What follows belongs to an exercise in optimizing a design on an open flow for small area; a production flow would make more cautious choices. Function was checked by simulation only, so behaviour that the tests miss may differ from the original.

==> inputs of branch lagoon <==
==> flow/design.v <==
module alu_nmux32 (
  input s,
  input [31:0] a,
  input [31:0] b,
  output [31:0] y
);
  assign y = ~(s ? a : b);
endmodule
module alu_unit (
  input clk,
  input [2:0] funct,
  input [31:0] x,
  input [31:0] y,
  input alt,
  output reg [31:0] out
);
  genvar i;
  wire sub    = ~funct[2] & (funct[1] | (~funct[0] & alt));  
  wire isadd  = ~funct[2] & ~funct[1] & ~funct[0];          
  wire islog  = funct[2] & funct[1];                         
  wire en_p   = (funct[2] & ~funct[0]) | isadd;                
  wire isshift = ~funct[1] & funct[0];                       
  wire isslt  = ~funct[2] & funct[1];
  wire [31:0] yb = y ^ {32{sub}};
  wire [31:0] p = x ^ yb;
  wire [31:0] g = x & yb;
  wire [7:0] gg, gp;
  genvar j;
  generate
    for (j = 0; j < 8; j = j + 1) begin : grp
      wire [3:0] pj = p[4*j+3:4*j];
      wire [3:0] gj = g[4*j+3:4*j];
      if (j == 0) begin : first
        wire g0 = gj[0] | (pj[0] & sub);
        assign gg[j] = gj[3] | (pj[3] & (gj[2] | (pj[2] & (gj[1] | (pj[1] & g0)))));
        assign gp[j] = 1'b0;
      end else begin : rest
        assign gg[j] = gj[3] | (pj[3] & (gj[2] | (pj[2] & (gj[1] | (pj[1] & gj[0])))));
        assign gp[j] = &pj;
      end
    end
  endgenerate
  reg [7:0] GG, GP;
  integer d, k;
  always @(*) begin
    GG = gg;
    GP = gp;
    for (d = 1; d < 8; d = d * 2)
      for (k = 2 * d - 1; k < 8; k = k + 2 * d) begin
        GG[k] = GG[k] | (GP[k] & GG[k - d]);
        GP[k] = GP[k] & GP[k - d];
      end
    for (d = 2; d >= 1; d = d / 2)
      for (k = 3 * d - 1; k < 8; k = k + 2 * d) begin
        GG[k] = GG[k] | (GP[k] & GG[k - d]);
        GP[k] = GP[k] & GP[k - d];
      end
  end
  wire [32:0] c;
  assign c[0] = sub;
  generate
    for (j = 0; j < 8; j = j + 1) begin : gc
      assign c[4*j+1] = g[4*j]   | (p[4*j]   & c[4*j]);
      assign c[4*j+2] = g[4*j+1] | (p[4*j+1] & c[4*j+1]);
      assign c[4*j+3] = g[4*j+2] | (p[4*j+2] & c[4*j+2]);
      assign c[4*j+4] = GG[j];
    end
  endgenerate
  wire [31:0] u = p & {32{en_p}};
  wire [31:0] v = (c[31:0] & {32{isadd}}) | (g & {32{islog}});
  wire [31:0] a = u ^ v;
  wire sltu = ~c[32];
  wire setbit = isslt & (sltu ^ (~funct[0] & (x[31] ^ y[31])));
  wire left = ~funct[2];
  wire fill = alt & x[31] & funct[2];
  wire nfill = ~fill;
  wire [31:0] xrev;
  generate
    for (i = 0; i < 32; i = i + 1) begin : rev
      assign xrev[i] = x[31-i];
    end
  endgenerate
  wire [31:0] xr, s0, s1, s2, s3, s4, sres;
  alu_nmux32 m0 (.s(left),  .a(xrev),                   .b(x),  .y(xr));   
  alu_nmux32 m1 (.s(y[0]),  .a({nfill, xr[31:1]}),      .b(xr), .y(s0));   
  alu_nmux32 m2 (.s(y[1]),  .a({{2{fill}}, s0[31:2]}),  .b(s0), .y(s1));   
  alu_nmux32 m3 (.s(y[2]),  .a({{4{nfill}}, s1[31:4]}), .b(s1), .y(s2));   
  alu_nmux32 m4 (.s(y[3]),  .a({{8{fill}}, s2[31:8]}),  .b(s2), .y(s3));   
  alu_nmux32 m5 (.s(y[4]),  .a({{16{nfill}}, s3[31:16]}), .b(s3), .y(s4));  
  wire [31:0] s4rev;
  generate
    for (i = 0; i < 32; i = i + 1) begin : rev2
      assign s4rev[i] = s4[31-i];
    end
  endgenerate
  alu_nmux32 m6 (.s(left), .a(s4rev), .b(s4), .y(sres));   
  wire [31:0] r = a | (~sres & {32{isshift}}) | {31'b0, setbit};
  always @(posedge clk) out <= r;
endmodule
==> flow/flow/run.sh <==
#!/bin/bash
# Own layout flow: the standard ORFS flow (the standard.sh), except that
#  - synthesis maps the combinational logic with an area-oriented ABC script
#    (flow/abc_area.script: structural hashing + amap, which keeps the
#    RTL's adder structure) and does not pre-map full/half adders;
#  - port buffers are sky130_fd_sc_hd__buf_1 cells.
# Registers are mapped exactly as in the standard synthesis (dfflibmap runs
# before ABC), so their names and cell types are unchanged.
set -euo pipefail
WORK=$(pwd)
rm -rf "$WORK/scripts_area"
cp -r "$FLOW_HOME/scripts" "$WORK/scripts_area"
cp "$WORK/flow/abc_area.script" "$WORK/scripts_area/abc_area.script"
VARS=(SCRIPTS_DIR="$WORK/scripts_area" ABC_AREA=1 ADDER_MAP_FILE=
      "BUFFER_PORTS_ARGS=-buffer_cell sky130_fd_sc_hd__buf_1")
bash standard.sh "${VARS[@]}" synth > "$WORK/synth.log" 2>&1
bash standard.sh "${VARS[@]}" > "$WORK/layout.log" 2>&1
test -f "$WORK/out/final.def"
==> flow/flow/abc_area.script <==
strash
amap
topo
stime -c
==> flow/standard.sh <==
#!/bin/bash
# synth_recipe.tcl (not shown) runs the flow's synth.tcl, then flattens the netlist and writes it again
# the make line also repeats each setting of config.mk as NAME=value (left out here)
make -C /OpenROAD-flow-scripts/flow DESIGN_CONFIG=/design/flow/config.mk WORK_HOME=/design/flow/orfs CLKGATE_MAP_FILE= SYNTH_SCRIPT=/design/flow/synth_recipe.tcl "${@:-finish}"
==> flow/config.mk <==
export PLATFORM = sky130hd
export DESIGN_NAME = alu_unit
export DESIGN_NICKNAME = alu_unit
export VERILOG_FILES = /design/flow/design.v
export SDC_FILE = /design/flow/constraint.sdc
export NUM_CORES = 4
export LEC_CHECK = 0
export ABC_AREA = 1
export CAP_MARGIN = 20
export CORE_MARGIN = 2
export CORE_UTILIZATION = 70
export CTS_BUF_LIST = sky130_fd_sc_hd__clkbuf_4
export GPL_TIMING_DRIVEN = 0
export SLEW_MARGIN = 20
export SYNTH_HIERARCHICAL = 1
export SYNTH_MINIMUM_KEEP_SIZE = 0
==> flow/constraint.sdc <==
create_clock -name core_clock -period 5.0 [get_ports {clk}]
set_input_delay 1.0000 -clock core_clock [delete_from_list [all_inputs] [get_ports {clk}]]
set_output_delay 1.0000 -clock core_clock [all_outputs]
set_load 0.01 [all_outputs]
==> branch onyx: changes against branch lagoon <==
==> flow/design.v, changed modules only <==
module alu_unit (
  input clk,
  input [2:0] funct,
  input [31:0] x,
  input [31:0] y,
  input alt,
  output reg [31:0] out
);
  wire [31:0] sra = $signed(x) >>> y[4:0];
  always @(posedge clk) begin
    case (funct) 
      3'b000: begin   
        out <= alt ? (x - y) : (x + y);
      end
      3'b001: begin   
        out <= x << y[4:0];
      end
      3'b010: begin   
        out <= {31'b0, $signed(x) < $signed(y)};
      end
      3'b011: begin   
        out <= {31'b0, x < y};
      end
      3'b100: begin   
        out <= x ^ y;
      end
      3'b101: begin   
        out <= alt ? sra : (x >> y[4:0]);
      end
      3'b110: begin   
        out <= x | y;
      end
      3'b111: begin   
        out <= x & y;
      end
    endcase
  end
endmodule
// module alu_nmux32 removed
==> flow/run.sh (new file) <==
#!/bin/bash
# synth_recipe.tcl (not shown) runs the flow's synth.tcl, then flattens the netlist and writes it again
# the make line also repeats each setting of config.mk as NAME=value (left out here)
make -C /OpenROAD-flow-scripts/flow DESIGN_CONFIG=/design/flow/config.mk WORK_HOME=/design/flow/orfs CLKGATE_MAP_FILE= SYNTH_SCRIPT=/design/flow/synth_recipe.tcl finish
==> flow/config.mk (replaced) <==
export PLATFORM = sky130hd
export DESIGN_NAME = alu_unit
export DESIGN_NICKNAME = alu_unit
export VERILOG_FILES = /design/flow/design.v
export SDC_FILE = /design/flow/constraint.sdc
export NUM_CORES = 4
export LEC_CHECK = 0
export CAP_MARGIN = 20
export CORE_MARGIN = 2
export CORE_UTILIZATION = 40
export SLEW_MARGIN = 20
removed: flow/flow/run.sh
removed: flow/flow/abc_area.script
removed: flow/standard.sh
==> branch willow: changes against branch lagoon <==
==> flow/design.v, changed modules only <==
module alu_unit (
  input clk,
  input [2:0] funct,
  input [31:0] x,
  input [31:0] y,
  input alt,
  output reg [31:0] out
);
  genvar i, l;
  wire sub = ~funct[2] & (funct[1] | (~funct[0] & alt));
  wire [31:0] yb = y ^ {32{sub}};
  wire [31:0] p = x ^ yb;
  wire [31:0] g = x & yb;
  reg [31:0] G, P;
  integer d, k;
  always @(*) begin
    G = g;
    P = p;
    G[0] = g[0] | (p[0] & sub);    
    for (d = 1; d < 32; d = d * 2)
      for (k = 2 * d - 1; k < 32; k = k + 2 * d) begin
        G[k] = G[k] | (P[k] & G[k - d]);
        P[k] = P[k] & P[k - d];
      end
    for (d = 8; d >= 1; d = d / 2)
      for (k = 3 * d - 1; k < 32; k = k + 2 * d) begin
        G[k] = G[k] | (P[k] & G[k - d]);
        P[k] = P[k] & P[k - d];
      end
  end
  wire [32:0] c = {G, sub};
  wire [31:0] sum = p ^ c[31:0];
  wire sltu = ~c[32];
  wire setbit = sltu ^ (~funct[0] & (x[31] ^ y[31]));
  wire left = (funct == 3'b001);
  wire [4:0] sh = y[4:0];
  wire [31:0] xr;
  generate
    for (i = 0; i < 32; i = i + 1) begin : rev
      assign xr[i] = left ? x[31-i] : x[i];
    end
  endgenerate
  wire fill = alt & x[31] & funct[2];
  wire [31:0] s0 = sh[0] ? {fill, xr[31:1]} : xr;
  wire [31:0] s1 = sh[1] ? {{2{fill}}, s0[31:2]} : s0;
  wire [31:0] s2 = sh[2] ? {{4{fill}}, s1[31:4]} : s1;
  wire [31:0] s3 = sh[3] ? {{8{fill}}, s2[31:8]} : s2;
  wire [31:0] s4 = sh[4] ? {{16{fill}}, s3[31:16]} : s3;
  wire [31:0] sl;
  generate
    for (i = 0; i < 32; i = i + 1) begin : rev2
      assign sl[i] = s4[31-i];
    end
  endgenerate
  reg [31:0] r;
  always @(*) begin
    case (funct)
      3'b000: r = sum;
      3'b001: r = sl;
      3'b010, 3'b011: r = {31'b0, setbit};
      3'b100: r = p;
      3'b101: r = s4;
      3'b110: r = p | g;
      default: r = g;
    endcase
  end
  always @(posedge clk) out <= r;
endmodule
// module alu_nmux32 removed
--- a/flow/config.mk
+++ b/flow/config.mk
@@ -9,8 +9,5 @@
 export CAP_MARGIN = 20
 export CORE_MARGIN = 2
-export CORE_UTILIZATION = 70
-export CTS_BUF_LIST = sky130_fd_sc_hd__clkbuf_4
+export CORE_UTILIZATION = 40
 export GPL_TIMING_DRIVEN = 0
 export SLEW_MARGIN = 20
-export SYNTH_HIERARCHICAL = 1
-export SYNTH_MINIMUM_KEEP_SIZE = 0
==> flow_summary.toml <==
[final_layout]
final_util_pct = 84.2
clkCellAreaFrac_pct = 1.21

[synth]
avgSynthCellArea_um2 = 6.71
synth-xor-area-share_pct = 2.17
netlist_area_um2 = 4030
syn_inst = 601

[power_and_ir_drop]
worst_ir_drop_vdd_v = 0.000164
internal_power_mw = 0.589

[worst_setup_path]
timing.critical_path.buf_inv = 3
slowest_stage = "or4_1"
endpoint = "out[31]"

[outcome]
status = "complete, no violations"

[grt]
met1_usage_pct = 56.5

[drt]
dr_wl_met3_um = 2450
The numbers above come from branch lagoon.

==> flow_summary.toml <==
[outcome]
status = "complete, no violations"

[synth]
synth-xor-area-share_pct = 0.542
syn_inst = 773
avgSynthCellArea_um2 = 6.27

[drt]
dr_wl_met3_um = 1500

[worst_setup_path]
timing.critical_path.buf_inv = 4
endpoint = "out[0]"
slowest_stage = "o41ai_1"

[power_and_ir_drop]
internal_power_mw = 0.785
worst_ir_drop_vdd_v = 0.000111
The numbers above come from branch willow.

==> flow_summary.toml <==
[outcome]
status = "complete, no violations"

[final_layout]
final_util_pct = 46.2
clkCellAreaFrac_pct = 1.61

[power_and_ir_drop]
p_per_area_nw_per_um2 = 183
internal_power_mw = 0.992
power_frac_clock_pct = 19.9
top_power_group = "combinational logic"
worst_ir_drop_vdd_v = 0.000125

[synth]
synth-xor-area-share_pct = 2.78
netlist_area_um2 = 9130
syn_inst = 1319

[grt]
met1_usage_pct = 46.7

[drt]
first_pass_iters = 7

[worst_setup_path]
endpoint = "out[0]"
timing.critical_path.buf_inv = 2

[floorplan]
die_w_um = 155
The numbers above come from branch onyx.

-- port drivers added, routing unchanged --
The flow's constraints put no driver on any port. The routed layouts listed below were extracted and timed again, unchanged, in two steps. Step 1 assumes that a clkbuf_16 drives the clock port and a buf_2 every other input. Step 2 also shifts input and output timing later by t, the mid clock arrival at the registers, as if the neighbouring blocks saw the same clock. Three values: ideal ports, drivers, drivers and shift; two values: the first two.
run | shift t [ns] | setup WS [ns] | worst slew at a driven data input, ns | pins driven straight from the clock port
branch lagoon | 0.371 | 0.256 / 0.266 / -0.106 | 0.05 | 1
branch onyx | 0.350 | 0.670 / 0.689 / 0.340 | 0.06 | 1
branch willow | 0.330 | 0.298 / 0.314 / -0.016 | 0.06 | 1
With both steps, setup timing fails in branch lagoon and branch willow, where it was met with ideal ports. For branch lagoon, which loses most, drivers alone change the setup slack by +0.010 ns; drivers and shift together by -0.362 ns.
